This is an optimization exercise on Yosys and OpenROAD, whose aim is small area and a short achievable clock period, not a production implementation.
The RTL was checked by simulation tests, not by an equivalence proof against the original design.
Power and IR drop assume default switching activity.

==> flow/design.v <==
module fir_gen (input clk, input reset, input Load_x,
    input signed [7:0] x_in, input signed [7:0] c_in, output signed [7:0] y_out);
reg [7:0] c0, c1, c2;
reg [3:0] xo, xt, xn;
reg [15:0] a2r0;
reg [15:0] a2r1;
reg [16:0] a1r0;
reg [16:0] a1r1;
reg [2:0] yq;
reg [7:0] yg;
reg [7:0] yp;
wire [8:0] xe = {x_in, 1'b0};
wire [3:0] bo, bt, bn;
genvar gi;
generate for (gi = 0; gi < 4; gi = gi + 1) begin : rec
  assign bo[gi] = xe[2*gi+1] ^ xe[2*gi];
  assign bt[gi] = (xe[2*gi+2] & ~xe[2*gi+1] & ~xe[2*gi]) | (~xe[2*gi+2] & xe[2*gi+1] & xe[2*gi]);
  assign bn[gi] = xe[2*gi+2];
end endgenerate
wire [3:0] xon = Load_x ? bo : xo;
wire [3:0] xtn = Load_x ? bt : xt;
wire [3:0] xnn = Load_x ? bn : xn;
wire p1;
wire p2;
wire p3;
wire p4;
wire p5;
wire p6;
wire p7;
wire p8;
wire p9;
wire p10;
wire p11;
wire p12;
wire p13;
wire p14;
wire p15;
wire p16;
wire p17;
wire p18;
wire p19;
wire p20;
wire p21;
wire p22;
wire p23;
wire p24;
wire p25;
wire p26;
wire p27;
wire p28;
wire p29;
wire p30;
wire p31;
wire p32;
wire p33;
wire p34;
wire p35;
wire p36;
wire s37;
wire c38;
wire s39;
wire c40;
wire s41;
wire c42;
wire s43;
wire c44;
wire s45;
wire c46;
wire s47;
wire c48;
wire s49;
wire c50;
wire s51;
wire c52;
wire s53;
wire c54;
wire s55;
wire c56;
wire s57;
wire c58;
wire s59;
wire c60;
wire s61;
wire c62;
wire s63;
wire c64;
wire s65;
wire c66;
wire s67;
wire c68;
wire s69;
wire c70;
wire s71;
wire c72;
wire s73;
wire c74;
wire s75;
wire c76;
wire s77;
wire c78;
wire s79;
wire c80;
wire p81;
wire p82;
wire p83;
wire p84;
wire p85;
wire p86;
wire p87;
wire p88;
wire p89;
wire p90;
wire p91;
wire p92;
wire p93;
wire p94;
wire p95;
wire p96;
wire p97;
wire p98;
wire p99;
wire p100;
wire p101;
wire p102;
wire p103;
wire p104;
wire p105;
wire p106;
wire p107;
wire p108;
wire p109;
wire p110;
wire p111;
wire p112;
wire p113;
wire p114;
wire p115;
wire p116;
wire s117;
wire c118;
wire s119;
wire c120;
wire s121;
wire c122;
wire s123;
wire c124;
wire s125;
wire c126;
wire s127;
wire c128;
wire s129;
wire c130;
wire s131;
wire c132;
wire s133;
wire c134;
wire s135;
wire c136;
wire s137;
wire c138;
wire s139;
wire c140;
wire s141;
wire c142;
wire s143;
wire c144;
wire s145;
wire c146;
wire s147;
wire c148;
wire s149;
wire c150;
wire s151;
wire c152;
wire s153;
wire c154;
wire s155;
wire c156;
wire s157;
wire c158;
wire s159;
wire c160;
wire s161;
wire c162;
wire s163;
wire c164;
wire s165;
wire c166;
wire s167;
wire c168;
wire s169;
wire c170;
wire s171;
wire c172;
wire s173;
wire c174;
wire s175;
wire c176;
wire s177;
wire c178;
wire s179;
wire c180;
wire s181;
wire c182;
wire s183;
wire c184;
wire s185;
wire c186;
wire s187;
wire c188;
wire s189;
wire c190;
wire s191;
wire c192;
wire s193;
wire c194;
wire s195;
wire c196;
wire s197;
wire c198;
wire p199;
wire p200;
wire p201;
wire p202;
wire p203;
wire p204;
wire p205;
wire p206;
wire p207;
wire p208;
wire p209;
wire p210;
wire p211;
wire p212;
wire p213;
wire p214;
wire p215;
wire p216;
wire p217;
wire p218;
wire p219;
wire p220;
wire p221;
wire p222;
wire p223;
wire p224;
wire p225;
wire p226;
wire p227;
wire p228;
wire p229;
wire p230;
wire p231;
wire p232;
wire p233;
wire p234;
wire s235;
wire c236;
wire s237;
wire c238;
wire s239;
wire c240;
wire s241;
wire c242;
wire s243;
wire c244;
wire s245;
wire c246;
wire s247;
wire c248;
wire s249;
wire c250;
wire s251;
wire c252;
wire s253;
wire c254;
wire s255;
wire c256;
wire s257;
wire c258;
wire s259;
wire c260;
wire s261;
wire c262;
wire s263;
wire c264;
wire s265;
wire c266;
wire s267;
wire c268;
wire s269;
wire c270;
wire s271;
wire c272;
wire s273;
wire c274;
wire s275;
wire c276;
wire s277;
wire c278;
wire s279;
wire c280;
wire s281;
wire c282;
wire s283;
wire c284;
wire s285;
wire c286;
wire s287;
wire c288;
wire s289;
wire c290;
wire s291;
wire c292;
wire s293;
wire c294;
wire s295;
wire c296;
wire s297;
wire c298;
wire s299;
wire c300;
wire s301;
wire c302;
wire s303;
wire c304;
wire s305;
wire c306;
wire s307;
wire c308;
wire s309;
wire c310;
wire s311;
wire c312;
wire s313;
wire c314;
wire s315;
wire c316;
wire s317;
wire c318;
wire s319;
wire c320;
wire s321;
wire c322;
wire s323;
wire c324;
wire s325;
wire c326;
wire s327;
wire c328;
wire s329;
wire c330;
wire s331;
wire c332;
wire s333;
wire c334;
wire s335;
wire c336;
wire s337;
wire c338;
wire g339;
wire o340;
wire g341;
wire g342;
wire o343;
wire g344;
wire g345;
wire o346;
wire g347;
wire g348;
wire o349;
wire g350;
wire g351;
wire o352;
wire g353;
wire g354;
wire o355;
wire g356;
wire g357;
wire o358;
wire g359;
wire g360;
wire o361;
wire g362;
wire g363;
wire o364;
wire g365;
wire g366;
wire o367;
wire g368;
wire g369;
wire o370;
wire g371;
wire g372;
wire o373;
wire g374;
wire g375;
wire o376;
wire g377;
wire s378;
wire c379;
wire s380;
wire c381;
wire s382;
wire c383;
wire s384;
wire c385;
wire s386;
wire c387;
wire s388;
wire c389;
wire s390;
wire c391;
wire n392;
wire g393;
wire o394;
wire g395;
wire g396;
wire o397;
wire g398;
wire g399;
wire o400;
wire g401;
wire g402;
wire o403;
wire g404;
wire g405;
wire o406;
wire g407;
wire g408;
wire o409;
wire g410;
wire g411;
wire o412;
wire g413;
wire g414;
wire o415;
wire g416;
wire g417;
wire o418;
wire g419;
wire g420;
wire o421;
wire g422;
wire g423;
wire o424;
wire g425;
wire g426;
wire o427;
wire g428;
wire x429;
wire x430;
wire x431;
wire x432;
wire x433;
wire x434;
wire x435;
wire n436;
wire o437;
wire x438;
wire o439;
wire x440;
wire o441;
wire x442;
wire o443;
wire x444;
wire o445;
wire x446;
wire o447;
wire x448;
wire o449;
wire x450;
wire g451;
wire o452;
wire g453;
wire g454;
wire o455;
wire g456;
wire o457;
wire g458;
wire g459;
wire o460;
wire g461;
wire g462;
wire o463;
wire g464;
wire g465;
wire o466;
wire g467;
wire g468;
wire o469;
wire g470;
wire g471;
wire o472;
wire g473;
wire g474;
wire o475;
wire g476;
wire g477;
wire o478;
wire g479;
wire g480;
wire o481;
wire g482;
wire x483;
wire g484;
wire o485;
wire x486;
wire g487;
wire o488;
wire x489;
wire g490;
wire o491;
wire x492;
wire g493;
wire o494;
wire x495;
wire g496;
wire o497;
wire x498;
wire g499;
wire o500;
wire x501;
wire g502;
wire o503;
wire x504;
assign p1 = (xo[0] & c2[0]) ^ xn[0];
assign p2 = ((xo[0] & c2[1]) | (xt[0] & c2[0])) ^ xn[0];
assign p3 = ((xo[0] & c2[2]) | (xt[0] & c2[1])) ^ xn[0];
assign p4 = ((xo[0] & c2[3]) | (xt[0] & c2[2])) ^ xn[0];
assign p5 = ((xo[0] & c2[4]) | (xt[0] & c2[3])) ^ xn[0];
assign p6 = ((xo[0] & c2[5]) | (xt[0] & c2[4])) ^ xn[0];
assign p7 = ((xo[0] & c2[6]) | (xt[0] & c2[5])) ^ xn[0];
assign p8 = ((xo[0] & c2[7]) | (xt[0] & c2[6])) ^ xn[0];
assign p9 = ~(((xo[0] & c2[7]) | (xt[0] & c2[7])) ^ xn[0]);
assign p10 = (xo[1] & c2[0]) ^ xn[1];
assign p11 = ((xo[1] & c2[1]) | (xt[1] & c2[0])) ^ xn[1];
assign p12 = ((xo[1] & c2[2]) | (xt[1] & c2[1])) ^ xn[1];
assign p13 = ((xo[1] & c2[3]) | (xt[1] & c2[2])) ^ xn[1];
assign p14 = ((xo[1] & c2[4]) | (xt[1] & c2[3])) ^ xn[1];
assign p15 = ((xo[1] & c2[5]) | (xt[1] & c2[4])) ^ xn[1];
assign p16 = ((xo[1] & c2[6]) | (xt[1] & c2[5])) ^ xn[1];
assign p17 = ((xo[1] & c2[7]) | (xt[1] & c2[6])) ^ xn[1];
assign p18 = ~(((xo[1] & c2[7]) | (xt[1] & c2[7])) ^ xn[1]);
assign p19 = (xo[2] & c2[0]) ^ xn[2];
assign p20 = ((xo[2] & c2[1]) | (xt[2] & c2[0])) ^ xn[2];
assign p21 = ((xo[2] & c2[2]) | (xt[2] & c2[1])) ^ xn[2];
assign p22 = ((xo[2] & c2[3]) | (xt[2] & c2[2])) ^ xn[2];
assign p23 = ((xo[2] & c2[4]) | (xt[2] & c2[3])) ^ xn[2];
assign p24 = ((xo[2] & c2[5]) | (xt[2] & c2[4])) ^ xn[2];
assign p25 = ((xo[2] & c2[6]) | (xt[2] & c2[5])) ^ xn[2];
assign p26 = ((xo[2] & c2[7]) | (xt[2] & c2[6])) ^ xn[2];
assign p27 = ~(((xo[2] & c2[7]) | (xt[2] & c2[7])) ^ xn[2]);
assign p28 = (xo[3] & c2[0]) ^ xn[3];
assign p29 = ((xo[3] & c2[1]) | (xt[3] & c2[0])) ^ xn[3];
assign p30 = ((xo[3] & c2[2]) | (xt[3] & c2[1])) ^ xn[3];
assign p31 = ((xo[3] & c2[3]) | (xt[3] & c2[2])) ^ xn[3];
assign p32 = ((xo[3] & c2[4]) | (xt[3] & c2[3])) ^ xn[3];
assign p33 = ((xo[3] & c2[5]) | (xt[3] & c2[4])) ^ xn[3];
assign p34 = ((xo[3] & c2[6]) | (xt[3] & c2[5])) ^ xn[3];
assign p35 = ((xo[3] & c2[7]) | (xt[3] & c2[6])) ^ xn[3];
assign p36 = ~(((xo[3] & c2[7]) | (xt[3] & c2[7])) ^ xn[3]);
fa_cell us37 (.a(xn[1]), .b(p3), .c(p10), .s(s37), .co(c38));
fa_cell us39 (.a(xn[2]), .b(p5), .c(p12), .s(s39), .co(c40));
fa_cell us41 (.a(p6), .b(p13), .c(p20), .s(s41), .co(c42));
fa_cell us43 (.a(xn[3]), .b(p7), .c(p14), .s(s43), .co(c44));
fa_cell us45 (.a(p8), .b(p15), .c(p22), .s(s45), .co(c46));
assign s47 = ~(p9 ^ p16);
assign c48 = p9 | p16;
fa_cell us49 (.a(p17), .b(p24), .c(p31), .s(s49), .co(c50));
fa_cell us51 (.a(p18), .b(p25), .c(p32), .s(s51), .co(c52));
fa_cell us53 (.a(p4), .b(p11), .c(c38), .s(s53), .co(c54));
fa_cell us55 (.a(p21), .b(p28), .c(c42), .s(s55), .co(c56));
fa_cell us57 (.a(p29), .b(c44), .c(s45), .s(s57), .co(c58));
fa_cell us59 (.a(p23), .b(p30), .c(s47), .s(s59), .co(c60));
fa_cell us61 (.a(p26), .b(p33), .c(c52), .s(s61), .co(c62));
fa_cell us63 (.a(xn[0]), .b(p1), .c(xnn[0]), .s(s63), .co(c64));
fa_cell us65 (.a(p19), .b(s39), .c(xnn[2]), .s(s65), .co(c66));
fa_cell us67 (.a(s43), .b(xnn[3]), .c(s55), .s(s67), .co(c68));
fa_cell us69 (.a(c46), .b(s59), .c(c58), .s(s69), .co(c70));
fa_cell us71 (.a(c48), .b(s49), .c(c60), .s(s71), .co(c72));
fa_cell us73 (.a(p27), .b(p34), .c(c62), .s(s73), .co(c74));
fa_cell us75 (.a(c40), .b(s41), .c(c66), .s(s75), .co(c76));
fa_cell us77 (.a(c56), .b(s57), .c(c68), .s(s77), .co(c78));
fa_cell us79 (.a(c50), .b(s51), .c(c72), .s(s79), .co(c80));
assign p81 = (xo[0] & c1[0]) ^ xn[0];
assign p82 = ((xo[0] & c1[1]) | (xt[0] & c1[0])) ^ xn[0];
assign p83 = ((xo[0] & c1[2]) | (xt[0] & c1[1])) ^ xn[0];
assign p84 = ((xo[0] & c1[3]) | (xt[0] & c1[2])) ^ xn[0];
assign p85 = ((xo[0] & c1[4]) | (xt[0] & c1[3])) ^ xn[0];
assign p86 = ((xo[0] & c1[5]) | (xt[0] & c1[4])) ^ xn[0];
assign p87 = ((xo[0] & c1[6]) | (xt[0] & c1[5])) ^ xn[0];
assign p88 = ((xo[0] & c1[7]) | (xt[0] & c1[6])) ^ xn[0];
assign p89 = ~(((xo[0] & c1[7]) | (xt[0] & c1[7])) ^ xn[0]);
assign p90 = (xo[1] & c1[0]) ^ xn[1];
assign p91 = ((xo[1] & c1[1]) | (xt[1] & c1[0])) ^ xn[1];
assign p92 = ((xo[1] & c1[2]) | (xt[1] & c1[1])) ^ xn[1];
assign p93 = ((xo[1] & c1[3]) | (xt[1] & c1[2])) ^ xn[1];
assign p94 = ((xo[1] & c1[4]) | (xt[1] & c1[3])) ^ xn[1];
assign p95 = ((xo[1] & c1[5]) | (xt[1] & c1[4])) ^ xn[1];
assign p96 = ((xo[1] & c1[6]) | (xt[1] & c1[5])) ^ xn[1];
assign p97 = ((xo[1] & c1[7]) | (xt[1] & c1[6])) ^ xn[1];
assign p98 = ~(((xo[1] & c1[7]) | (xt[1] & c1[7])) ^ xn[1]);
assign p99 = (xo[2] & c1[0]) ^ xn[2];
assign p100 = ((xo[2] & c1[1]) | (xt[2] & c1[0])) ^ xn[2];
assign p101 = ((xo[2] & c1[2]) | (xt[2] & c1[1])) ^ xn[2];
assign p102 = ((xo[2] & c1[3]) | (xt[2] & c1[2])) ^ xn[2];
assign p103 = ((xo[2] & c1[4]) | (xt[2] & c1[3])) ^ xn[2];
assign p104 = ((xo[2] & c1[5]) | (xt[2] & c1[4])) ^ xn[2];
assign p105 = ((xo[2] & c1[6]) | (xt[2] & c1[5])) ^ xn[2];
assign p106 = ((xo[2] & c1[7]) | (xt[2] & c1[6])) ^ xn[2];
assign p107 = ~(((xo[2] & c1[7]) | (xt[2] & c1[7])) ^ xn[2]);
assign p108 = (xo[3] & c1[0]) ^ xn[3];
assign p109 = ((xo[3] & c1[1]) | (xt[3] & c1[0])) ^ xn[3];
assign p110 = ((xo[3] & c1[2]) | (xt[3] & c1[1])) ^ xn[3];
assign p111 = ((xo[3] & c1[3]) | (xt[3] & c1[2])) ^ xn[3];
assign p112 = ((xo[3] & c1[4]) | (xt[3] & c1[3])) ^ xn[3];
assign p113 = ((xo[3] & c1[5]) | (xt[3] & c1[4])) ^ xn[3];
assign p114 = ((xo[3] & c1[6]) | (xt[3] & c1[5])) ^ xn[3];
assign p115 = ((xo[3] & c1[7]) | (xt[3] & c1[6])) ^ xn[3];
assign p116 = ~(((xo[3] & c1[7]) | (xt[3] & c1[7])) ^ xn[3]);
ha_cell us117 (.a(a2r0[6]), .b(a2r1[6]), .s(s117), .co(c118));
ha_cell us119 (.a(a2r0[2]), .b(a2r1[2]), .s(s119), .co(c120));
fa_cell us121 (.a(a2r0[4]), .b(a2r1[4]), .c(p85), .s(s121), .co(c122));
ha_cell us123 (.a(a2r0[5]), .b(p86), .s(s123), .co(c124));
fa_cell us125 (.a(s117), .b(p87), .c(p94), .s(s125), .co(c126));
ha_cell us127 (.a(p101), .b(p108), .s(s127), .co(c128));
fa_cell us129 (.a(a2r0[7]), .b(c118), .c(p88), .s(s129), .co(c130));
fa_cell us131 (.a(p95), .b(p102), .c(p109), .s(s131), .co(c132));
fa_cell us133 (.a(a2r0[8]), .b(a2r1[8]), .c(p89), .s(s133), .co(c134));
fa_cell us135 (.a(p96), .b(p103), .c(p110), .s(s135), .co(c136));
fa_cell us137 (.a(a2r0[9]), .b(a2r1[9]), .c(p97), .s(s137), .co(c138));
ha_cell us139 (.a(p104), .b(p111), .s(s139), .co(c140));
fa_cell us141 (.a(a2r0[10]), .b(p98), .c(p105), .s(s141), .co(c142));
ha_cell us143 (.a(a2r0[11]), .b(a2r1[11]), .s(s143), .co(c144));
ha_cell us145 (.a(s119), .b(p83), .s(s145), .co(c146));
fa_cell us147 (.a(a2r0[3]), .b(c120), .c(p84), .s(s147), .co(c148));
fa_cell us149 (.a(p92), .b(p99), .c(s121), .s(s149), .co(c150));
fa_cell us151 (.a(p93), .b(p100), .c(s123), .s(s151), .co(c152));
fa_cell us153 (.a(c124), .b(s127), .c(s125), .s(s153), .co(c154));
fa_cell us155 (.a(c128), .b(c126), .c(s129), .s(s155), .co(c156));
fa_cell us157 (.a(c130), .b(c132), .c(s133), .s(s157), .co(c158));
fa_cell us159 (.a(s139), .b(c134), .c(c136), .s(s159), .co(c160));
fa_cell us161 (.a(p112), .b(c140), .c(c138), .s(s161), .co(c162));
fa_cell us163 (.a(s143), .b(p106), .c(p113), .s(s163), .co(c164));
fa_cell us165 (.a(a2r0[12]), .b(c144), .c(p107), .s(s165), .co(c166));
ha_cell us167 (.a(a2r0[13]), .b(a2r1[13]), .s(s167), .co(c168));
ha_cell us169 (.a(a2r0[0]), .b(p81), .s(s169), .co(c170));
fa_cell us171 (.a(a2r0[1]), .b(a2r1[1]), .c(p82), .s(s171), .co(c172));
fa_cell us173 (.a(p90), .b(s145), .c(xnn[1]), .s(s173), .co(c174));
fa_cell us175 (.a(p91), .b(c146), .c(s147), .s(s175), .co(c176));
fa_cell us177 (.a(c148), .b(xnn[2]), .c(s149), .s(s177), .co(c178));
fa_cell us179 (.a(c122), .b(s151), .c(c150), .s(s179), .co(c180));
fa_cell us181 (.a(xnn[3]), .b(c152), .c(s153), .s(s181), .co(c182));
fa_cell us183 (.a(s131), .b(c154), .c(s155), .s(s183), .co(c184));
fa_cell us185 (.a(s135), .b(c156), .c(s157), .s(s185), .co(c186));
fa_cell us187 (.a(s137), .b(c158), .c(s159), .s(s187), .co(c188));
fa_cell us189 (.a(s141), .b(c160), .c(s161), .s(s189), .co(c190));
fa_cell us191 (.a(c142), .b(s163), .c(c162), .s(s191), .co(c192));
fa_cell us193 (.a(p114), .b(c164), .c(s165), .s(s193), .co(c194));
fa_cell us195 (.a(s167), .b(p115), .c(c166), .s(s195), .co(c196));
fa_cell us197 (.a(a2r0[14]), .b(c168), .c(p116), .s(s197), .co(c198));
assign p199 = (xo[0] & c0[0]) ^ xn[0];
assign p200 = ((xo[0] & c0[1]) | (xt[0] & c0[0])) ^ xn[0];
assign p201 = ((xo[0] & c0[2]) | (xt[0] & c0[1])) ^ xn[0];
assign p202 = ((xo[0] & c0[3]) | (xt[0] & c0[2])) ^ xn[0];
assign p203 = ((xo[0] & c0[4]) | (xt[0] & c0[3])) ^ xn[0];
assign p204 = ((xo[0] & c0[5]) | (xt[0] & c0[4])) ^ xn[0];
assign p205 = ((xo[0] & c0[6]) | (xt[0] & c0[5])) ^ xn[0];
assign p206 = ((xo[0] & c0[7]) | (xt[0] & c0[6])) ^ xn[0];
assign p207 = ~(((xo[0] & c0[7]) | (xt[0] & c0[7])) ^ xn[0]);
assign p208 = (xo[1] & c0[0]) ^ xn[1];
assign p209 = ((xo[1] & c0[1]) | (xt[1] & c0[0])) ^ xn[1];
assign p210 = ((xo[1] & c0[2]) | (xt[1] & c0[1])) ^ xn[1];
assign p211 = ((xo[1] & c0[3]) | (xt[1] & c0[2])) ^ xn[1];
assign p212 = ((xo[1] & c0[4]) | (xt[1] & c0[3])) ^ xn[1];
assign p213 = ((xo[1] & c0[5]) | (xt[1] & c0[4])) ^ xn[1];
assign p214 = ((xo[1] & c0[6]) | (xt[1] & c0[5])) ^ xn[1];
assign p215 = ((xo[1] & c0[7]) | (xt[1] & c0[6])) ^ xn[1];
assign p216 = ~(((xo[1] & c0[7]) | (xt[1] & c0[7])) ^ xn[1]);
assign p217 = (xo[2] & c0[0]) ^ xn[2];
assign p218 = ((xo[2] & c0[1]) | (xt[2] & c0[0])) ^ xn[2];
assign p219 = ((xo[2] & c0[2]) | (xt[2] & c0[1])) ^ xn[2];
assign p220 = ((xo[2] & c0[3]) | (xt[2] & c0[2])) ^ xn[2];
assign p221 = ((xo[2] & c0[4]) | (xt[2] & c0[3])) ^ xn[2];
assign p222 = ((xo[2] & c0[5]) | (xt[2] & c0[4])) ^ xn[2];
assign p223 = ((xo[2] & c0[6]) | (xt[2] & c0[5])) ^ xn[2];
assign p224 = ((xo[2] & c0[7]) | (xt[2] & c0[6])) ^ xn[2];
assign p225 = ~(((xo[2] & c0[7]) | (xt[2] & c0[7])) ^ xn[2]);
assign p226 = (xo[3] & c0[0]) ^ xn[3];
assign p227 = ((xo[3] & c0[1]) | (xt[3] & c0[0])) ^ xn[3];
assign p228 = ((xo[3] & c0[2]) | (xt[3] & c0[1])) ^ xn[3];
assign p229 = ((xo[3] & c0[3]) | (xt[3] & c0[2])) ^ xn[3];
assign p230 = ((xo[3] & c0[4]) | (xt[3] & c0[3])) ^ xn[3];
assign p231 = ((xo[3] & c0[5]) | (xt[3] & c0[4])) ^ xn[3];
assign p232 = ((xo[3] & c0[6]) | (xt[3] & c0[5])) ^ xn[3];
assign p233 = ((xo[3] & c0[7]) | (xt[3] & c0[6])) ^ xn[3];
assign p234 = ~(((xo[3] & c0[7]) | (xt[3] & c0[7])) ^ xn[3]);
ha_cell us235 (.a(a1r0[4]), .b(a1r1[4]), .s(s235), .co(c236));
fa_cell us237 (.a(a1r0[5]), .b(a1r1[5]), .c(p204), .s(s237), .co(c238));
fa_cell us239 (.a(a1r0[6]), .b(a1r1[6]), .c(p205), .s(s239), .co(c240));
ha_cell us241 (.a(p212), .b(p219), .s(s241), .co(c242));
fa_cell us243 (.a(a1r0[7]), .b(a1r1[7]), .c(p206), .s(s243), .co(c244));
fa_cell us245 (.a(p213), .b(p220), .c(p227), .s(s245), .co(c246));
fa_cell us247 (.a(a1r0[8]), .b(a1r1[8]), .c(p207), .s(s247), .co(c248));
fa_cell us249 (.a(p214), .b(p221), .c(p228), .s(s249), .co(c250));
fa_cell us251 (.a(a1r0[9]), .b(a1r1[9]), .c(p215), .s(s251), .co(c252));
ha_cell us253 (.a(p222), .b(p229), .s(s253), .co(c254));
fa_cell us255 (.a(a1r0[10]), .b(a1r1[10]), .c(p216), .s(s255), .co(c256));
ha_cell us257 (.a(p223), .b(p230), .s(s257), .co(c258));
fa_cell us259 (.a(a1r0[11]), .b(a1r1[11]), .c(p224), .s(s259), .co(c260));
ha_cell us261 (.a(a1r0[12]), .b(a1r1[12]), .s(s261), .co(c262));
ha_cell us263 (.a(a1r0[2]), .b(a1r1[2]), .s(s263), .co(c264));
fa_cell us265 (.a(a1r0[3]), .b(a1r1[3]), .c(p202), .s(s265), .co(c266));
fa_cell us267 (.a(s235), .b(p203), .c(p210), .s(s267), .co(c268));
fa_cell us269 (.a(c236), .b(p211), .c(p218), .s(s269), .co(c270));
fa_cell us271 (.a(p226), .b(s241), .c(c238), .s(s271), .co(c272));
fa_cell us273 (.a(c242), .b(c240), .c(s243), .s(s273), .co(c274));
fa_cell us275 (.a(c244), .b(c246), .c(s247), .s(s275), .co(c276));
fa_cell us277 (.a(s253), .b(c248), .c(c250), .s(s277), .co(c278));
fa_cell us279 (.a(c254), .b(s257), .c(c252), .s(s279), .co(c280));
fa_cell us281 (.a(p231), .b(c258), .c(c256), .s(s281), .co(c282));
fa_cell us283 (.a(s261), .b(p225), .c(p232), .s(s283), .co(c284));
fa_cell us285 (.a(a1r0[13]), .b(a1r1[13]), .c(c262), .s(s285), .co(c286));
ha_cell us287 (.a(a1r0[14]), .b(a1r1[14]), .s(s287), .co(c288));
ha_cell us289 (.a(a1r0[0]), .b(a1r1[0]), .s(s289), .co(c290));
fa_cell us291 (.a(a1r0[1]), .b(a1r1[1]), .c(p200), .s(s291), .co(c292));
fa_cell us293 (.a(s263), .b(p201), .c(p208), .s(s293), .co(c294));
fa_cell us295 (.a(c264), .b(p209), .c(s265), .s(s295), .co(c296));
fa_cell us297 (.a(p217), .b(c266), .c(s267), .s(s297), .co(c298));
fa_cell us299 (.a(c268), .b(s237), .c(s269), .s(s299), .co(c300));
fa_cell us301 (.a(c270), .b(s239), .c(s271), .s(s301), .co(c302));
fa_cell us303 (.a(s245), .b(c272), .c(s273), .s(s303), .co(c304));
fa_cell us305 (.a(s249), .b(c274), .c(s275), .s(s305), .co(c306));
fa_cell us307 (.a(s251), .b(c276), .c(s277), .s(s307), .co(c308));
fa_cell us309 (.a(s255), .b(c278), .c(s279), .s(s309), .co(c310));
fa_cell us311 (.a(s259), .b(c280), .c(s281), .s(s311), .co(c312));
fa_cell us313 (.a(c260), .b(s283), .c(c282), .s(s313), .co(c314));
fa_cell us315 (.a(p233), .b(s285), .c(c284), .s(s315), .co(c316));
fa_cell us317 (.a(s287), .b(p234), .c(c286), .s(s317), .co(c318));
ha_cell us319 (.a(a1r0[15]), .b(c288), .s(s319), .co(c320));
ha_cell us321 (.a(p199), .b(s289), .s(s321), .co(c322));
ha_cell us323 (.a(c290), .b(s291), .s(s323), .co(c324));
ha_cell us325 (.a(c292), .b(s293), .s(s325), .co(c326));
ha_cell us327 (.a(c294), .b(s295), .s(s327), .co(c328));
ha_cell us329 (.a(c296), .b(s297), .s(s329), .co(c330));
ha_cell us331 (.a(c298), .b(s299), .s(s331), .co(c332));
ha_cell us333 (.a(c300), .b(s301), .s(s333), .co(c334));
ha_cell us335 (.a(c302), .b(s303), .s(s335), .co(c336));
ha_cell us337 (.a(c304), .b(s305), .s(s337), .co(c338));
assign g339 = s323 & c322;
assign o340 = c324 | g339;
assign g341 = s323 & s321;
assign g342 = s327 & c326;
assign o343 = c328 | g342;
assign g344 = s327 & s325;
assign g345 = s331 & c330;
assign o346 = c332 | g345;
assign g347 = s331 & s329;
assign g348 = s335 & c334;
assign o349 = c336 | g348;
assign g350 = s335 & s333;
assign g351 = s325 & o340;
assign o352 = c326 | g351;
assign g353 = s325 & g341;
assign g354 = g344 & o340;
assign o355 = o343 | g354;
assign g356 = g344 & g341;
assign g357 = s333 & o346;
assign o358 = c334 | g357;
assign g359 = s333 & g347;
assign g360 = g350 & o346;
assign o361 = o349 | g360;
assign g362 = g350 & g347;
assign g363 = s329 & o355;
assign o364 = c330 | g363;
assign g365 = s329 & g356;
assign g366 = g347 & o355;
assign o367 = o346 | g366;
assign g368 = g347 & g356;
assign g369 = g359 & o355;
assign o370 = o358 | g369;
assign g371 = g359 & g356;
assign g372 = g362 & o355;
assign o373 = o361 | g372;
assign g374 = g362 & g356;
assign g375 = s337 & o373;
assign o376 = c338 | g375;
assign g377 = s337 & g374;
ha_cell us378 (.a(c306), .b(s307), .s(s378), .co(c379));
ha_cell us380 (.a(c308), .b(s309), .s(s380), .co(c381));
ha_cell us382 (.a(c310), .b(s311), .s(s382), .co(c383));
ha_cell us384 (.a(c312), .b(s313), .s(s384), .co(c385));
ha_cell us386 (.a(c314), .b(s315), .s(s386), .co(c387));
ha_cell us388 (.a(c316), .b(s317), .s(s388), .co(c389));
ha_cell us390 (.a(c318), .b(s319), .s(s390), .co(c391));
assign n392 = ~c320;
assign g393 = s380 & c379;
assign o394 = c381 | g393;
assign g395 = s380 & s378;
assign g396 = s384 & c383;
assign o397 = c385 | g396;
assign g398 = s384 & s382;
assign g399 = s388 & c387;
assign o400 = c389 | g399;
assign g401 = s388 & s386;
assign g402 = n392 & c391;
assign o403 = c320 | g402;
assign g404 = n392 & s390;
assign g405 = s382 & o394;
assign o406 = c383 | g405;
assign g407 = s382 & g395;
assign g408 = g398 & o394;
assign o409 = o397 | g408;
assign g410 = g398 & g395;
assign g411 = s390 & o400;
assign o412 = c391 | g411;
assign g413 = s390 & g401;
assign g414 = g404 & o400;
assign o415 = o403 | g414;
assign g416 = g404 & g401;
assign g417 = s386 & o409;
assign o418 = c387 | g417;
assign g419 = s386 & g410;
assign g420 = g401 & o409;
assign o421 = o400 | g420;
assign g422 = g401 & g410;
assign g423 = g413 & o409;
assign o424 = o412 | g423;
assign g425 = g413 & g410;
assign g426 = g416 & o409;
assign o427 = o415 | g426;
assign g428 = g416 & g410;
assign x429 = s380 ^ c379;
assign x430 = s382 ^ o394;
assign x431 = s384 ^ o406;
assign x432 = s386 ^ o409;
assign x433 = s388 ^ o418;
assign x434 = s390 ^ o421;
assign x435 = n392 ^ o424;
assign n436 = ~s378;
assign o437 = c379 | s378;
assign x438 = s380 ^ o437;
assign o439 = o394 | g395;
assign x440 = s382 ^ o439;
assign o441 = o406 | g407;
assign x442 = s384 ^ o441;
assign o443 = o409 | g410;
assign x444 = s386 ^ o443;
assign o445 = o418 | g419;
assign x446 = s388 ^ o445;
assign o447 = o421 | g422;
assign x448 = s390 ^ o447;
assign o449 = o424 | g425;
assign x450 = n392 ^ o449;
assign g451 = s337 & c336;
assign o452 = c338 | g451;
assign g453 = s337 & s335;
assign g454 = yq[2] & yq[0];
assign o455 = yq[1] | g454;
assign g456 = yp[1] & yg[0];
assign o457 = yg[1] | g456;
assign g458 = yp[1] & yp[0];
assign g459 = yp[3] & yg[2];
assign o460 = yg[3] | g459;
assign g461 = yp[3] & yp[2];
assign g462 = yp[5] & yg[4];
assign o463 = yg[5] | g462;
assign g464 = yp[5] & yp[4];
assign g465 = yp[2] & o457;
assign o466 = yg[2] | g465;
assign g467 = yp[2] & g458;
assign g468 = g461 & o457;
assign o469 = o460 | g468;
assign g470 = g461 & g458;
assign g471 = yp[6] & o463;
assign o472 = yg[6] | g471;
assign g473 = yp[6] & g464;
assign g474 = yp[4] & o469;
assign o475 = yg[4] | g474;
assign g476 = yp[4] & g470;
assign g477 = g464 & o469;
assign o478 = o463 | g477;
assign g479 = g464 & g470;
assign g480 = g473 & o469;
assign o481 = o472 | g480;
assign g482 = g473 & g470;
assign x483 = yp[0] ^ o455;
assign g484 = yp[0] & o455;
assign o485 = yg[0] | g484;
assign x486 = yp[1] ^ o485;
assign g487 = g458 & o455;
assign o488 = o457 | g487;
assign x489 = yp[2] ^ o488;
assign g490 = g467 & o455;
assign o491 = o466 | g490;
assign x492 = yp[3] ^ o491;
assign g493 = g470 & o455;
assign o494 = o469 | g493;
assign x495 = yp[4] ^ o494;
assign g496 = g476 & o455;
assign o497 = o475 | g496;
assign x498 = yp[5] ^ o497;
assign g499 = g479 & o455;
assign o500 = o478 | g499;
assign x501 = yp[6] ^ o500;
assign g502 = g482 & o455;
assign o503 = o481 | g502;
assign x504 = yp[7] ^ o503;
always @(posedge clk or posedge reset)
  if (reset) begin
    xo <= 4'd0; xt <= 4'd0; xn <= 4'd0; c0 <= 8'd0; c1 <= 8'd0; c2 <= 8'd0;
    a2r0 <= 16'd22016; a2r1 <= 16'd0; a1r0 <= 17'd43776; a1r1 <= 17'd0; yq <= 3'd0; yg <= 8'd0; yp <= 8'd0;
  end else begin
    xo <= xon; xt <= xtn; xn <= xnn;
    if (!Load_x) begin c2 <= c_in; c1 <= c2; c0 <= c1; end
    a2r0 <= {1'b0,p36,p35,s73,c80,s79,s71,c78,s77,c76,s75,c54,s53,s37,p2,s63};
    a2r1 <= {1'b0,1'b0,c74,1'b0,s61,1'b0,c70,s69,1'b0,s67,1'b0,s65,1'b0,xnn[1],c64,1'b0};
    a1r0 <= {1'b0,c198,c196,c194,c192,c190,c188,c186,c184,c182,c180,c178,c176,c174,c172,c170,xnn[0]};
    a1r1 <= {1'b0,1'b0,s197,s195,s193,s191,s189,s187,s185,s183,s181,s179,s177,s175,s173,s171,s169};
    yq <= {g453,o452,o370};
    yg <= {1'b0,c391,c389,c387,c385,c383,c381,c379};
    yp <= {n392,s390,s388,s386,s384,s382,s380,s378};
  end
assign y_out = {x504,x501,x498,x495,x492,x489,x486,x483};
endmodule
module fa_cell (input a, input b, input c, output s, output co);
assign {co, s} = a + b + c;
endmodule
module ha_cell (input a, input b, output s, output co);
assign {co, s} = a + b;
endmodule
==> flow/flow/run.sh <==
#!/bin/bash
# Own layout flow: the standard flow (standard.sh), with two changes after synthesis:
#  - the input and output port buffers are buf_1 cells (buffer_ports -buffer_cell)
#  - clock tree synthesis without dummy loads
# Each step's full output goes to its own log file in this folder.
set -euo pipefail
bash standard.sh synth > synth.log 2>&1
export BUFFER_PORTS_ARGS="-buffer_cell sky130_fd_sc_hd__buf_1"
export CTS_ARGS="-sink_clustering_enable -repair_clock_nets -dont_use_dummy_load"
bash standard.sh floorplan > floorplan.log 2>&1
bash standard.sh place > place.log 2>&1
bash standard.sh cts > cts.log 2>&1
bash standard.sh route > route.log 2>&1
bash standard.sh finish > finish.log 2>&1
test -f out/final.def
==> flow/standard.sh <==
#!/bin/bash
# synth_recipe.tcl (not shown) runs the flow's synth.tcl, then flattens the netlist and writes it again
# the make line also repeats each setting of config.mk as NAME=value (left out here)
make -C /OpenROAD-flow-scripts/flow DESIGN_CONFIG=/design/flow/config.mk WORK_HOME=/design/flow/orfs CLKGATE_MAP_FILE= SYNTH_SCRIPT=/design/flow/synth_recipe.tcl "${@:-finish}"
==> flow/config.mk <==
export PLATFORM = sky130hd
export DESIGN_NAME = fir_gen
export DESIGN_NICKNAME = fir_gen
export VERILOG_FILES = /design/flow/design.v
export SDC_FILE = /design/flow/constraint.sdc
export NUM_CORES = 4
export LEC_CHECK = 0
export CAP_MARGIN = 20
export CORE_MARGIN = 2
export CORE_UTILIZATION = 40
export SETUP_SLACK_MARGIN = 2.3
export SLEW_MARGIN = 20
export SYNTH_HIERARCHICAL = 1
export SYNTH_MINIMUM_KEEP_SIZE = 0
==> flow/constraint.sdc <==
create_clock -name core_clock -period 5.5 [get_ports {clk}]
set_input_delay 1.1000 -clock core_clock [delete_from_list [all_inputs] [get_ports {clk}]]
set_output_delay 1.1000 -clock core_clock [all_outputs]
set_load 0.01 [all_outputs]
==> key figures, run 1 <==
Run status
  – Run status: finished clean

Final layout
  – Fill count: 1703
  – Area grow syn2layout: 5.57%
  – Fraction of layout cells with a size suffix above 1: about 13%
  – Final non-filler cell area: between 8000 and 9000 um^2
  – N_diodes: 0
  – Layout Nets: 743
  – Final core utilization: between 40% and 50%

STA
  – Slew Viols, Final: 0
  – Hold Vio Cnt, Final: 0
  – Fmax: 325 MHz
  – Skew final: about 14 ps
  – Final setup fails: 0
  – Final min period: about 3100 ps
  – Slew HR: between 40% and 50%
  – Tcrit/Tclk final: 55.9%
  – Worst-Margin Slew: a little under 800 ps
  – Setup_tns: 0 ps
  – Unrepaired setup endpoints after global routing: no

Placement
  – IO Port Bufs: 26
  – Routability Congestion: 0.820
  – DP HPWL: 10800 um
  – Placed instance area: 7770 um^2

Yosys
  – Post-synth cell types: 33
  – Sequential-to-total area share from yosys stat: a little over a third
  – Compound-Gate Fraction of Synth Area: 11.6%
  – Simple-Gate Fraction of Synth Area: 2.60%
  – Dominant synthesized flop cell: dfrtp_1
  – Top-count cell post-synth: xnor2_1
  – Post-synth EDFFs: 0
  – Mean post-synth cell area: between 10 and 15 um^2
  – Post-synthesis instance total: 622
  – Mapped Area: around 7600 um^2
  – Async SR Flop Fraction: between 90% and 100%
  – Syn Nets: 764
  – Synth warn: 7
  – Top-area cell type share of the netlist area: between 30% and 40%
  – Adder-Cell Fraction of Synth Area: 28.8%
  – Fraction of synthesized area in multiplexers: under 10%
  – Synth cell count leaders: xnor2_1 (104), dfrtp_1 (97), fa_1 (87), a22oi_1 (84), clkbuf_1 (42)
  – Seq cells post-synth: 106
  – Top cells by area, synth: dfrtp_1 (32%), fa_1 (23%), xnor2_1 (12%), a22oi_1 (8.3%), ha_1 (5.9%)
  – XOR/XNOR Fraction of Synth Area: approximately an eighth
  – Largest family of logic cells by synthesized area: adder cells
  – Post-synth top area cell: dfrtp_1

Worst setup path
  – Crit path capture type: flop
  – Startpoint Class: flop
  – Critical Path Fanout Max: 25
  – Arr. time, crit path: roughly 3300 ps
  – CP required: ~5700 ps
  – CP Class: flop to flop

Clocking
  – Hold-fix buffers at CTS: 0
  – Worst skew pair latency: between 300 and 400 ps
  – CTS Buf Count: 9
  – CTS root buf: clkbuf_16
  – Clk sinks: 106
  – Clock transition at path regs: roughly 70 ps
  – CTS tree: built
  – Max Root-Sink Buffers: 2
  – # H-tree levels: 3

Die
  – Ports: 27
  – Die width: roughly 140 um
  – Die height: roughly 140 um
  – FP Rows: 50
  – Floorplan Core Area: between 15000 and 20000 um^2
  – Die ar.: between 20000 and 25000 um^2
  – Initial Utilization: 40.7%

Pwr
  – VDD IR-drop max: 0.200 mV
  – Leak: roughly 3.2 nW
  – Power density over the cells: between 600 and 700 nW/um^2
  – Design Power: slightly below 5 mW

Route
  – Via-to-Cell Ratio: 5.47
  – DRC viols: 0
  – Drt initial violations: 200
  – Drt wl/cell: about 18 um
  – Pre-Repair DR Iteration Count: 5
  – Vias after detailed routing: around 4600
  – Antenna-violating nets left: 0
  – Routed wire length: 15200 um

Global route
  – Grt met3 use: 2.59%
  – Vias in the first global route: 5055
  – Total track usage: between 10% and 20%
  – Pin count of the biggest net entering global routing: between 60 and 70
  – Antenna violations before repair: 0
  – First-pass GRT wire length: around 26000 um
  – Met1 usage: approximately a fifth
  – Grt ovf: 0
  – Most Crowded Layer GR: met2
  – M2 GR Usage: 27.4%

Flow run
  – Max cap viols: 0

Min path
  – HP Class: flop to flop
==> per-layer routing <==
layer	up-vias	part of all wire, %
li1	2056	-
met1	2367	44
met2	106	50
met3	27	3.6
met4	0	2.6
met5	-	0
==> metrics by stage <==
stage	setup slack, ps	cells	hold slack [ps]
after detailed placement	2100	822	475
final	2430	833	494
after CTS	2330	831	490
after floorplan	2460	622	456
after global routing	2310	833	511
after global placement	2150	822	465
==> path summary, 6_finish.rpt <==
| kind | cells after the start | endpoint | from | slack [ps] |
|---|---|---|---|---|
| min in group asynchronous | 3 | a1r1[14] | reset | 910 |
| setup / recovery | 7 | yq[2] | xt[0] | 2430 |
| max in group asynchronous | 3 | xt[1] | reset | 3920 |
| hold / removal | 1 | a1r0[1] | a2r0[0] | 490 |
| hold reg to reg | 1 | a1r0[1] | a2r0[0] | 490 |
| setup reg to reg | 7 | yq[2] | xt[0] | 2430 |
==> power breakdown <==
part | switching [mW] | internal [mW] | leakage [nW]
registers | 0.285 | 1.17 | 1.23
clock network | 0.256 | 0.289 | 0.111
logic | 1.42 | 1.42 | 1.85
total | 1.96 | 2.88 | 3.20
==> timing repair <==
item,CTS,global route
gates resized for setup,9,4
pin swaps,0,0
endpoints found under the hold margin,0,0
setup buffers,0,2
setup endpoints to repair,8,4
==> critical path: stages, from the launching register on <==
cell     delay, ps
dfrtp_2        710
o21ai_0        180
xnor2_1        200
fa_1           460
fa_1           510
fa_1           420
ha_1           300
and2_1         160
==> layout by cell type, fill, tap and decap left out, types with 2 or more instances in the layout <==
cell type	count
dfstp_2	9
buf_4	12
a21oi_2	2
nor2_1	15
a21o_1	4
mux2_2	29
nand2_1	19
a311oi_1	2
or4_1	2
ha_1	36
inv_1	7
buf_1	25
dfrtp_4	2
fa_1	87
a22oi_1	84
clkbuf_16	9
nor3_1	4
dfrtp_1	88
xor2_1	11
a21oi_1	14
dfrtp_2	7
o21ai_0	14
xnor2_1	104
==> kinds of logic (layout without fill, tap and decap cells) <==
| kind of cell | Yosys count | in the layout |
|---|---|---|
| AOI/OAI and AO/OA | 125 | 125 |
| adders and majority gates | 123 | 123 |
| xor gates and xnor gates | 115 | 115 |
| DFF | 106 | 106 |
| buffers and inverters | 78 | 55 |
| and+or+nand+nor | 46 | 46 |
| muxes | 29 | 29 |
==> registers in the layout, summed over array words and instances (netlist names), 7 cells and up <==
name and flops:
a2r0 15, c2 8, yp 8, c1 8, yg 7, a1r1 15, a2r1 7, a1r0 15
c0 8
==> area by class of cell <==
| type | instances | area (um^2) | area share [%] |
|---|---|---|---|
| clock buffer | 9 | 225 | 2.80 |
| inverter | 8 | 33.8 | 0.420 |
| multi-input combinational | 438 | 4610 | 57.4 |
| sequential | 106 | 2680 | 33.4 |
| tap | 234 | 293 | 3.64 |
| timing repair buffer | 38 | 189 | 2.35 |
==> modules after synthesis, one instance, submodules excluded <==
module   cells  times used
fir_gen    501           1
fa_cell      1          87
ha_cell      1          34
==> run 2, diff against run 1 <==
--- a/flow/config.mk
+++ b/flow/config.mk
@@ -10,3 +10,3 @@
 export CORE_UTILIZATION = 40
-export SETUP_SLACK_MARGIN = 2.3
+export SETUP_SLACK_MARGIN = 2.4
 export SLEW_MARGIN = 20
==> run 2 against run 1 <==
  * Clock power about the same
  * Worst setup slack improved by 45 ps
  * Combinational power is essentially flat
  * Critical path depth down 2
  * Die area is the same
  * Global-route usage hardly changed
  * Cell count is 0.36% higher
  * Clock skew about the same
  * Sequential share of layout area about the same
  * Critical endpoint is now y_out[7]
==> key figures, run 2 <==
Worst setup path
  – Worst reg-to-reg path cell count: 8
  – Critical Path Fanout Max: 5
  – Worst r2r src: xo[0]
  – CP required: approximately 4400 ps
  – Startpoint Class: flop
  – CP Class: flop to output port
  – Arr. time, crit path: 1930 ps
  – Crit path capture type: output port
  – Reg2reg end: yq[2]
  – Register-to-register setup slack: 2550 ps

Die
  – Die width: approximately 140 um
  – Floorplan Core Area: roughly 19000 um^2
  – FP Rows: 50
  – Initial Utilization: around 41%
  – Die height: about 140 um
  – Die ar.: between 20000 and 25000 um^2
  – Ports: 27

Route
  – Drt initial violations: roughly 200
  – Antenna-violating nets left: 0
  – Routed wire length: about 15000 um
  – Via-to-Cell Ratio: 5.45
  – Drt wl/cell: between 15 and 20 um
  – DRC viols: 0
  – Pre-Repair DR Iteration Count: 4
  – Vias after detailed routing: between 4000 and 5000

Yosys
  – Synth cell count leaders: xnor2_1 (104), dfrtp_1 (97), fa_1 (87), a22oi_1 (84), clkbuf_1 (42)
  – Sequential-to-total area share from yosys stat: a little over a third
  – Seq cells post-synth: about 110
  – Syn Nets: around 760
  – Top cells by area, synth: dfrtp_1 (32%), fa_1 (23%), xnor2_1 (12%), a22oi_1 (8.3%), ha_1 (5.9%)
  – Post-synth top area cell: dfrtp_1
  – Synth warn: 7
  – Top-area cell type share of the netlist area: about a third
  – Post-synthesis instance total: approximately 620
  – XOR/XNOR Fraction of Synth Area: about an eighth
  – Post-synth cell types: 33
  – Compound-Gate Fraction of Synth Area: a little under an eighth
  – Async SR Flop Fraction: between 90% and 100%
  – Simple-Gate Fraction of Synth Area: 2.60%
  – Adder-Cell Fraction of Synth Area: about 29%
  – Post-synth EDFFs: 0
  – Fraction of synthesized area in multiplexers: 4.29%
  – Dominant synthesized flop cell: dfrtp_1
  – Largest family of logic cells by synthesized area: adder cells
  – Top-count cell post-synth: xnor2_1
  – Mapped Area: 7610 um^2
  – Mean post-synth cell area: about 12 um^2

STA
  – Slew Viols, Final: 0
  – Final min period: 3030 ps
  – Worst-Margin Slew: about 780 ps
  – Hold Vio Cnt, Final: 0
  – Slew HR: 47.7%
  – Final setup fails: 0
  – Unrepaired setup endpoints after global routing: yes
  – Fmax: 330 MHz
  – Setup_tns: 0 ps
  – Tcrit/Tclk final: between 50% and 60%
  – Skew final: 14.0 ps

Global route
  – Antenna violations before repair: 0
  – Grt ovf: 0
  – Total track usage: ~16%
  – First-pass GRT wire length: 25600 um
  – Vias in the first global route: approximately 5100
  – Pin count of the biggest net entering global routing: slightly above 60

Final layout
  – Final core utilization: 43.2%
  – Top flop regs: a1r0 (15), a1r1 (15), a2r0 (15)
  – Layout Nets: ~750
  – Non-filler cells in the finished layout: around 840
  – Fill count: 1700
  – Most frequent cells in the layout: xnor2_1 (104), dfrtp_1 (88), fa_1 (87)
  – Area grow syn2layout: 6.15%
  – Fraction of layout cells with a size suffix above 1: between 10% and 20%
  – Most common cell after layout, fill and taps aside: xnor2_1
  – N_diodes: 0
  – Final non-filler cell area: a little over 8000 um^2

Pwr
  – VDD IR-drop max: 0.199 mV
  – Design Power: 4.86 mW
  – Power density over the cells: between 600 and 700 nW/um^2
  – Leak: 3.22 nW

Flow run
  – Max cap viols: 0

Placement
  – IO Port Bufs: 26
  – DP Cell Count: ~820
  – Routability Congestion: 0.820
  – Placed instance area: roughly 7800 um^2
  – DP HPWL: around 11000 um

Clocking
  – CTS tree: built
  – Worst skew pair latency: 360 ps
  – Hold-fix buffers at CTS: 0
  – Clk sinks: around 110
  – CTS Buf Count: 9
  – Max Root-Sink Buffers: 2
  – CTS root buf: clkbuf_16
  – Clock transition at path regs: 60 ps
  – # H-tree levels: 3

Min path
  – HP Class: flop to flop
  – Hold Path End: a1r1[0]
  – Worst Min Path Start: a2r0[0]
  – Worst hold stages: 1

Run status
  – Run status: finished clean
## run 2: how the worst max path moves through the flow
stage                    end  start  depth (start not counted)  slack, ps
global placement     a2r0[7]  xn[2]                          6       2150
finish              y_out[7]  yp[3]                          5       2470
floorplan              yq[2]  xo[1]                          9       2460
CTS                    yq[2]  xt[1]                          7       2430
detailed placement     yq[2]  xo[1]                          7       2100
global route        y_out[7]  yp[3]                          5       2390
## run 2: routing by layer
| layer | up-vias | routed length, um | global-route usage, % | part of all wire, % |
|---|---|---|---|---|
| met5 | - | 0 | 0 | 0 |
| met4 | 0 | 364 | 8.58 | 2.4 |
| met3 | 25 | 612 | 2.59 | 4.0 |
| met2 | 101 | 7840 | 27.4 | 51 |
| met1 | 2368 | 6590 | 20.9 | 43 |
| li1 | 2064 | - | - | - |
## run 2: cells by family (layout without fill, tap and decap cells)
group	after synthesis	count (layout)
AOI/OAI and AO/OA	125	125
xor gates and xnor gates	115	115
adders and majority gates	123	123
buffers and inverters	78	58
DFF	106	106
muxes	29	29
and+or+nand+nor	46	46
## run 2: layout make-up
class,instances,area [um^2],share of cell area (%)
clock buffer,9,225,2.79
inverter,8,33.8,0.418
multi-input combinational,438,4610,57.1
sequential,106,2690,33.3
tap,234,293,3.62
timing repair buffer,41,220,2.73
## run 2: worst max-delay path: stages, from the launching register on
cell and delay [ps]:
dfrtp_1 400, a21o_1 210, o2bb2ai_2 150, or4_1 530, o311ai_1 100, clkbuf_2 180
## run 2: what timing repair did
item / 4_1_cts / 5_1_grt
pin swaps: 0 / 0
endpoints found under the setup margin: 17 / 6
buffers inserted: 1 / 4
gates resized for setup: 10 / 9
## run 2: report_power, final
group          internal [mW]  leakage, nW  switching [mW]
clock network          0.289        0.111           0.255
logic                   1.43         1.87            1.43
registers               1.17         1.23           0.276
## run 2: Yosys stat by module, one instance, submodules excluded
module | cell area (um^2) | cells inside | flops+latches
fa_cell | 20.0 | 1 | 0
ha_cell | 12.5 | 1 | 0
fir_gen | 5440 | 501 | 106
## run 2: metrics by stage
step	hold WS, ps	worst slack, ps
final	492	2470
after detailed placement	475	2100
after global placement	465	2150
after CTS	490	2430
after floorplan	456	2460
after global routing	511	2390
==> run 3, diff against run 2 <==
--- a/flow/config.mk
+++ b/flow/config.mk
@@ -10,3 +10,3 @@
 export CORE_UTILIZATION = 40
-export SETUP_SLACK_MARGIN = 2.4
+export SETUP_SLACK_MARGIN = 2.6
 export SLEW_MARGIN = 20
==> run 3 against run 2 <==
  * Still clean
  * Sequential share of layout area down 1.3 points
  * Clock power about the same
  * Via count increased by 6.2%
  * Area after synthesis unchanged
  * Die area is the same
  * Combinational power increased by 7%
  * Clock-buffer cell count stayed put
  * Worst hold slack lost 14 ps
  * Global-route usage increased by 0.48 points
  * Critical path depth unchanged
  * Synthesized cell count is the same
  * Cell count is 3.6% higher
  * Critical endpoint unchanged
==> key figures, run 3 <==
Run status
  – Run status: finished clean

Yosys
  – Dominant synthesized flop cell: dfrtp_1
  – Async SR Flop Fraction: 100%
  – Post-synth EDFFs: 0
  – Post-synth top area cell: dfrtp_1
  – Sequential-to-total area share from yosys stat: a little over a third
  – Mapped Area: approximately 7600 um^2
  – Top cells by area, synth: dfrtp_1 (32%), fa_1 (23%), xnor2_1 (12%), a22oi_1 (8.3%), ha_1 (5.9%)
  – Mean post-synth cell area: between 10 and 15 um^2
  – Top-count cell post-synth: xnor2_1
  – Seq cells post-synth: between 100 and 150
  – Post-synth cell types: 33
  – Top-area cell type share of the netlist area: 31.9%
  – Syn Nets: around 760
  – Synth cell count leaders: xnor2_1 (104), dfrtp_1 (97), fa_1 (87), a22oi_1 (84), clkbuf_1 (42)
  – Post-synthesis instance total: approximately 620
  – Synth warn: 7

Pwr
  – Clock Power Share: between 10% and 20%
  – Power density over the cells: roughly 600 nW/um^2
  – Switching part of the total: between 40% and 50%
  – Design Power: just over 5 mW
  – VDD IR-drop max: between 0.2 and 0.25 mV
  – Cell internal pwr: 2.99 mW
  – Sequential share of power: 28.5%
  – Combinational Power Share: 60.6%
  – Leak: approximately 3.4 nW
  – Psw: just over 2 mW

Die
  – Initial Utilization: between 40 and 50%
  – Die ar.: around 20000 um^2
  – Floorplan Core Area: 18700 um^2
  – Die height: around 140 um
  – Die width: roughly 140 um
  – Ports: 27
  – FP Rows: 50

Route
  – Pre-Repair DR Iteration Count: 7
  – Antenna-violating nets left: 0
  – DRC viols: 0
  – Drt initial violations: between 200 and 300
  – Drt wl/cell: between 15 and 20 um
  – Routed wire length: around 16000 um
  – Via-to-Cell Ratio: around 5.6
  – Vias after detailed routing: between 4000 and 5000

STA
  – Worst-Margin Slew: just under 800 ps
  – Final min period: between 2000 and 3000 ps
  – Unrepaired setup endpoints after global routing: yes
  – Final worst slack: 2600 ps
  – Final setup fails: 0
  – Skew final: about 15 ps
  – Slew HR: a little under 50%
  – Fmax: 345 MHz
  – Setup_tns: 0 ps
  – Tcrit/Tclk final: between 50% and 60%
  – Slew Viols, Final: 0
  – Hold Vio Cnt, Final: 0

Worst setup path
  – Arr. time, crit path: between 1500 and 2000 ps
  – Worst reg-to-reg path cell count: 8
  – Critical Path Max Stage Delay: about 500 ps
  – CP required: ~4400 ps
  – Worst r2r src: xo[0]
  – Register-to-register setup slack: 2640 ps
  – Crit path from: yq[2]
  – Startpoint Class: flop
  – Crit path to: y_out[7]
  – Crit path cell chain: a21oi_4, nor3_4, or4_1, o311ai_1, buf_2
  – CP max-delay cell: or4_1
  – Reg2reg end: yq[2]
  – Crit path capture type: output port
  – Critical Path Fanout Max: 4
  – CP Class: flop to output port

Final layout
  – Top flop regs: a1r0 (15), a1r1 (15), a2r0 (15)
  – Fraction of layout cells with a size suffix above 1: about a fifth
  – Fill count: around 1700
  – Most common cell after layout, fill and taps aside: xnor2_1
  – N_diodes: 0
  – Most frequent cells in the layout: xnor2_1 (102), fa_1 (86), dfrtp_1 (86)
  – Area grow syn2layout: 10.6%
  – Layout Nets: a little under 800

Placement
  – DP HPWL: 10800 um
  – Pre-CTS setup slack: about 2100 ps
  – Routability Congestion: slightly above 0.8
  – IO Port Bufs: 26

Clocking
  – CTS Buf Count: 9
  – Clk sinks: ~110
  – Clock transition at path regs: about 60 ps
  – # H-tree levels: 3
  – CTS root buf: clkbuf_16
  – Max Root-Sink Buffers: 2
  – Worst skew pair latency: 360 ps
  – CTS tree: built

Global route
  – Total track usage: 16.9%
  – Pin count of the biggest net entering global routing: 62
  – Vias in the first global route: a little over 5000
  – First-pass GRT wire length: between 20000 and 30000 um
  – Antenna violations before repair: 0
  – Grt ovf: 0

Min path
  – HP Class: flop to flop

Flow run
  – Max cap viols: 0
run 3: stage by stage:
step / util (%) / instances / hold slack, ps / cell area (um^2)
global route: 45.0 / 866 / 507 / 8420
floorplan: - / 622 / 456 / 7620
finish: 45.0 / 866 / 479 / 8420
detailed placement: 41.5 / 821 / 467 / 7760
CTS: 43.7 / 845 / 481 / 8180
global placement: 41.5 / 821 / 465 / 7760
run 3: what timing repair did:
| action | CTS | global route |
|---|---|---|
| setup buffers | 15 | 21 |
| resized for setup | 26 | 19 |
| setup endpoints to repair | 39 | 12 |
| hold buffers | 0 | 0 |
| pin swaps | 6 | 5 |
run 3: cell type report:
class                   count  area, um^2  area share [%]
well taps                 234         293            3.48
clock buffers               9         225            2.68
multi-input cells         438        4710            55.9
inverters                   8        33.8           0.401
repair buffers             71         462            5.48
flip-flops and latches    106        2700            32.0
run 3: per-layer routing:
layer	routed length, um	vias to the layer above	global-route usage (%)
met1	6940	2536	22.7
met3	817	33	2.56
li1	-	2122	-
met4	376	0	6.00
met2	8260	148	28.3
met5	0	-	0
run 3: modules after synthesis (local to each module, per instance):
module,area (um^2),copies in the design,flops+latches,cells inside
fa_cell,20.0,87,0,1
ha_cell,12.5,34,0,1
fir_gen,5440,1,106,501
run 3: logic make-up (layout without fill, tap and decap cells):
group	after synthesis	count (layout)	share of synthesized area, %
mux	29	29	4.29
compound gates	125	125	11.6
fa+ha+maj	123	123	28.8
simple gates	46	46	2.60
buf+inv	78	88	4.49
xor+xnor	115	115	13.2
flops	106	106	35.0
run 3: power by group through the flow:
stage | logic (mW) | clock network, mW | registers, mW
5_1_grt | 3.56 | 0.592 | 1.47
6_report | 3.05 | 0.547 | 1.44
3_3_place_gp | 2.82 | 0 | 1.46
3_5_place_dp | 2.97 | 0 | 1.47
4_1_cts | 3.06 | 0.562 | 1.44
2_1_floorplan | 2.42 | 0 | 1.30
run 3: worst max-delay path, delay by kind of cell (launching register included):
kind / cells / cell delay (ps)
flip-flops: 1 / 400
buffers and inverters: 1 / 170
AO/OA/AOI/OAI: 2 / 310
AND/OR/NAND/NOR: 2 / 570
run 3: how the worst min path moves through the flow:
stage | startpoint | to | slack, ps | depth (start not counted)
floorplan | a2r0[0] | a1r1[0] | 460 | 1
global placement | a2r0[0] | a1r1[0] | 470 | 1
detailed placement | a2r0[0] | a1r1[0] | 470 | 1
CTS | a2r0[0] | a1r1[0] | 480 | 1
global route | a2r0[0] | a1r1[0] | 510 | 1
finish | a2r0[0] | a1r1[0] | 480 | 1
==> run 4, diff against run 3 <==
--- a/flow/flow/run.sh
+++ b/flow/flow/run.sh
@@ -4,2 +4,3 @@
 #  - clock tree synthesis without dummy loads
+#  - power recovery (downsizing of gates off the critical paths) after global routing
 # Each step's full output goes to its own log file in this folder.
@@ -8,2 +9,3 @@
 export BUFFER_PORTS_ARGS="-buffer_cell sky130_fd_sc_hd__buf_1"
+export RECOVER_POWER=100
 export CTS_ARGS="-sink_clustering_enable -repair_clock_nets -dont_use_dummy_load"
--- a/flow/config.mk
+++ b/flow/config.mk
@@ -10,3 +10,3 @@
 export CORE_UTILIZATION = 40
-export SETUP_SLACK_MARGIN = 2.6
+export SETUP_SLACK_MARGIN = 2.7
 export SLEW_MARGIN = 20
==> run 4 against run 3 <==
  * Now fails the layout checks on max-capacitance violations, max-slew violations
  * Critical path depth rose by 2
  * First-iteration DRC count fell by 31%
  * Clock-buffer cell count did not move
  * Combinational power increased by 1%
  * Critical path type is now flop to flop
  * Highest routed layer unchanged
==> key figures, run 4 <==
Run status
  – Fail Reasons: max-capacitance violations, max-slew violations
  – Run status: failed layout checks

Global route
  – Met1 usage: a little over a fifth
  – Grt ovf: 0
  – M2 GR Usage: between 20 and 30%
  – Vias in the first global route: between 5000 and 6000
  – Grt met3 use: roughly 2.5%
  – First-pass GRT wire length: between 20000 and 30000 um
  – Most Crowded Layer GR: met2
  – Antenna violations before repair: 0
  – Total track usage: between 10% and 20%
  – Pin count of the biggest net entering global routing: 61

Yosys
  – Mean post-synth cell area: around 12 um^2
  – Top-area cell type share of the netlist area: 31.9%
  – Top cells by area, synth: dfrtp_1 (32%), fa_1 (23%), xnor2_1 (12%), a22oi_1 (8.3%), ha_1 (5.9%)
  – Syn Nets: roughly 760
  – Synth cell count leaders: xnor2_1 (104), dfrtp_1 (97), fa_1 (87), a22oi_1 (84), clkbuf_1 (42)
  – Dominant synthesized flop cell: dfrtp_1
  – Top-count cell post-synth: xnor2_1
  – Mapped Area: roughly 7600 um^2
  – Post-synthesis instance total: a little over 600
  – Synth warn: 7
  – Post-synth top area cell: dfrtp_1
  – Post-synth EDFFs: 0
  – Seq cells post-synth: 106
  – Sequential-to-total area share from yosys stat: 35.0%
  – Async SR Flop Fraction: 100%
  – Post-synth cell types: 33

Worst setup path
  – Startpoint Class: flop
  – Crit path capture type: flop
  – Critical Path Max Stage Delay: around 1400 ps
  – CP Class: flop to flop
  – Arr. time, crit path: about 4100 ps
  – CP required: between 5000 and 6000 ps
  – CP max-delay cell: clkbuf_1
  – Crit path cell chain: clkbuf_1, xnor2_1, fa_1, fa_1, ha_1, a21oi_1, a21oi_1
  – Critical Path Fanout Max: 22

Placement
  – Routability Congestion: about 0.84
  – DP HPWL: 11000 um
  – IO Port Bufs: 26

Final layout
  – Most frequent cells in the layout: xnor2_1 (97), dfrtp_1 (86), fa_1 (78)
  – Layout Nets: between 700 and 800
  – Area grow syn2layout: 12.0%
  – N_diodes: 0
  – Most common cell after layout, fill and taps aside: xnor2_1
  – Fraction of layout cells with a size suffix above 1: between 20% and 30%
  – Top flop regs: a1r0 (15), a1r1 (15), a2r0 (15)

Die
  – Die height: approximately 140 um
  – Floorplan Core Area: ~19000 um^2
  – Die ar.: around 20000 um^2
  – FP Rows: 50
  – Ports: 27
  – Die width: 142 um
  – Initial Utilization: 40.7%

Pwr
  – Power density over the cells: ~600 nW/um^2
  – Leak: between 3 and 4 nW
  – VDD IR-drop max: about 0.19 mV

STA
  – Final setup fails: 0
  – Setup_tns: 0 ps
  – Tcrit/Tclk final: approximately 70%
  – Skew final: around 12 ps
  – Slew Viols, Final: 70
  – Hold_ws: 492 ps
  – Hold Vio Cnt, Final: 0
  – Fmax: roughly 260 MHz
  – Final min period: 3840 ps
  – Slew HR: -54.9%
  – Worst-Margin Slew: between 2000 and 2500 ps
  – Unrepaired setup endpoints after global routing: yes

Clocking
  – Max Root-Sink Buffers: 2
  – Clock transition at path regs: 60 ps
  – Worst skew pair latency: ~350 ps
  – Clk sinks: between 100 and 150
  – CTS Buf Count: 9
  – CTS root buf: clkbuf_16
  – Hold-fix buffers at CTS: 0
  – CTS tree: built
  – # H-tree levels: 3

Route
  – DRC viols: 0
  – Routed wire length: 16200 um
  – Vias after detailed routing: about 4700
  – Via-to-Cell Ratio: approximately 5.5
  – Pre-Repair DR Iteration Count: 4
  – Drt wl/cell: 18.7 um
  – Antenna-violating nets left: 0
  – Drt initial violations: 190

Flow run
  – Max cap viols: 2

Min path
  – HP Class: flop to flop
-- run 4: cell counts after synthesis --
No cell type changed its count.
-- run 4: critical path, delay by kind of cell, from the launching register on --
kind,cells,cell delay (ps)
AO/OA/AOI/OAI,2,180
XOR/XNOR,1,270
adder cells (fa/ha/maj),3,1320
buffers and inverters,1,1350
flip-flops,1,610
-- run 4: timing repair --
| action | in CTS | in global routing |
|---|---|---|
| pin swaps | 14 | 27 |
| gates resized for setup | 50 | 47 |
| gates cloned | 0 | 0 |
| buffers inserted | 22 | 9 |
| setup endpoints to repair | 42 | 25 |
-- run 4: report_power, final --
group | switching (mW) | leakage (nW) | total [mW] | internal, mW
Clock | 0.254 | 0.111 | 0.543 | 0.289
Sequential | 0.268 | 1.23 | 1.44 | 1.17
Combinational | 1.53 | 2.05 | 3.09 | 1.56
Total | 2.05 | 3.39 | 5.07 | 3.02
-- run 4: final timing paths --
path | startpoint | endpoint | cells after the start | slack (ps)
setup reg to reg | xn[3] | yq[0] | 7 | 1670
setup / recovery | xn[3] | yq[0] | 7 | 1670
hold reg to reg | a2r0[0] | a1r1[0] | 1 | 490
min in group asynchronous | reset | a2r0[13] | 3 | 990
hold / removal | a2r0[0] | a1r1[0] | 1 | 490
max in group asynchronous | reset | yp[5] | 3 | 2370
-- run 4: Yosys stat by module (local to each module, per instance) --
module   cells inside  flip-flops and latches  copies in the design
ha_cell             1                       0                    34
fa_cell             1                       0                    87
fir_gen           501                     106                     1
-- run 4: cells by family (layout without fill, tap and decap cells) --
group                    after synthesis  in the layout  synth area share (%)
AO/OA/AOI/OAI                        125            125                  11.6
adder cells (fa/ha/maj)              123            123                  28.8
XOR/XNOR                             115            115                  13.2
flip-flops                           106            106                  35.0
buffers and inverters                 78             86                  4.49
AND/OR/NAND/NOR                       46             46                  2.60
multiplexers                          29             29                  4.29
-- run 4: per-layer routing --
layer | part of all wire (%) | wire (um)
met2 | 51 | 8260
met3 | 4.9 | 797
met4 | 2.4 | 389
met5 | 0 | 0
met1 | 42 | 6710
-- run 4: layout make-up --
class	count	area, um^2
clock buffers	9	225
inverters	8	37.5
flip-flops and latches	106	2690
multi-input cells	438	4840
fillers	1637	10200
repair buffers	69	439
well taps	234	293
-- run 4: per-stage QoR --
step           utilization, %  cell area [um^2]  std cells  worst slack, ps  power (mW)
2_1_floorplan               -              7710        622             2650        3.74
3_3_place_gp             41.7              7810        824             2190        4.27
3_5_place_dp             41.7              7810        824             2150        4.44
4_1_cts                  44.7              8360        855             2520        5.15
5_1_grt                  45.6              8520        864             1430        5.73
6_report                 45.6              8520        864             1670        5.07

## what the ideal ports hide
In the flow no input, the clock included, has a driving cell. The finished layouts below were timed again as built, in two steps. Step 1 (the two cells are an assumption about what drives the block):
set clk [get_ports {clk}]
set_driving_cell -lib_cell sky130_fd_sc_hd__clkbuf_16 $clk
set_driving_cell -lib_cell sky130_fd_sc_hd__buf_2 [delete_from_list [all_inputs] $clk]
Step 2 moves the port delays by t, midway between the first and last clock arrival at a register: inputs arrive t later, outputs are due t later. That takes back most of the time a late clock gives input paths. a / b / c = no drivers / after step 1 / after step 2; a / b = the first two.
| run | t (ns) | setup WS [ns] | worst setup path after step 2 | latest minus earliest clock arrival (ns) | worst data-port slew with drivers (ns) |
|---|---|---|---|---|---|
| run 1 | 0.399 | 2.427 / 2.415 / 2.417 | input to register | 0.014 / 0.014 | 0.03 |
| run 2 | 0.401 | 2.472 / 2.426 / 2.423 | input to register | 0.015 / 0.014 | 0.03 |
| run 3 | 0.396 | 2.599 / 2.552 / 2.448 | input to register | 0.015 / 0.015 | 0.03 |
| run 4 | 0.388 | 1.665 / 1.665 / 1.553 | input to register | 0.012 / 0.013 | 0.04 |
The setup slack of run 3, which loses most, moves by -0.047 ns with the drivers and by -0.151 ns with both steps.
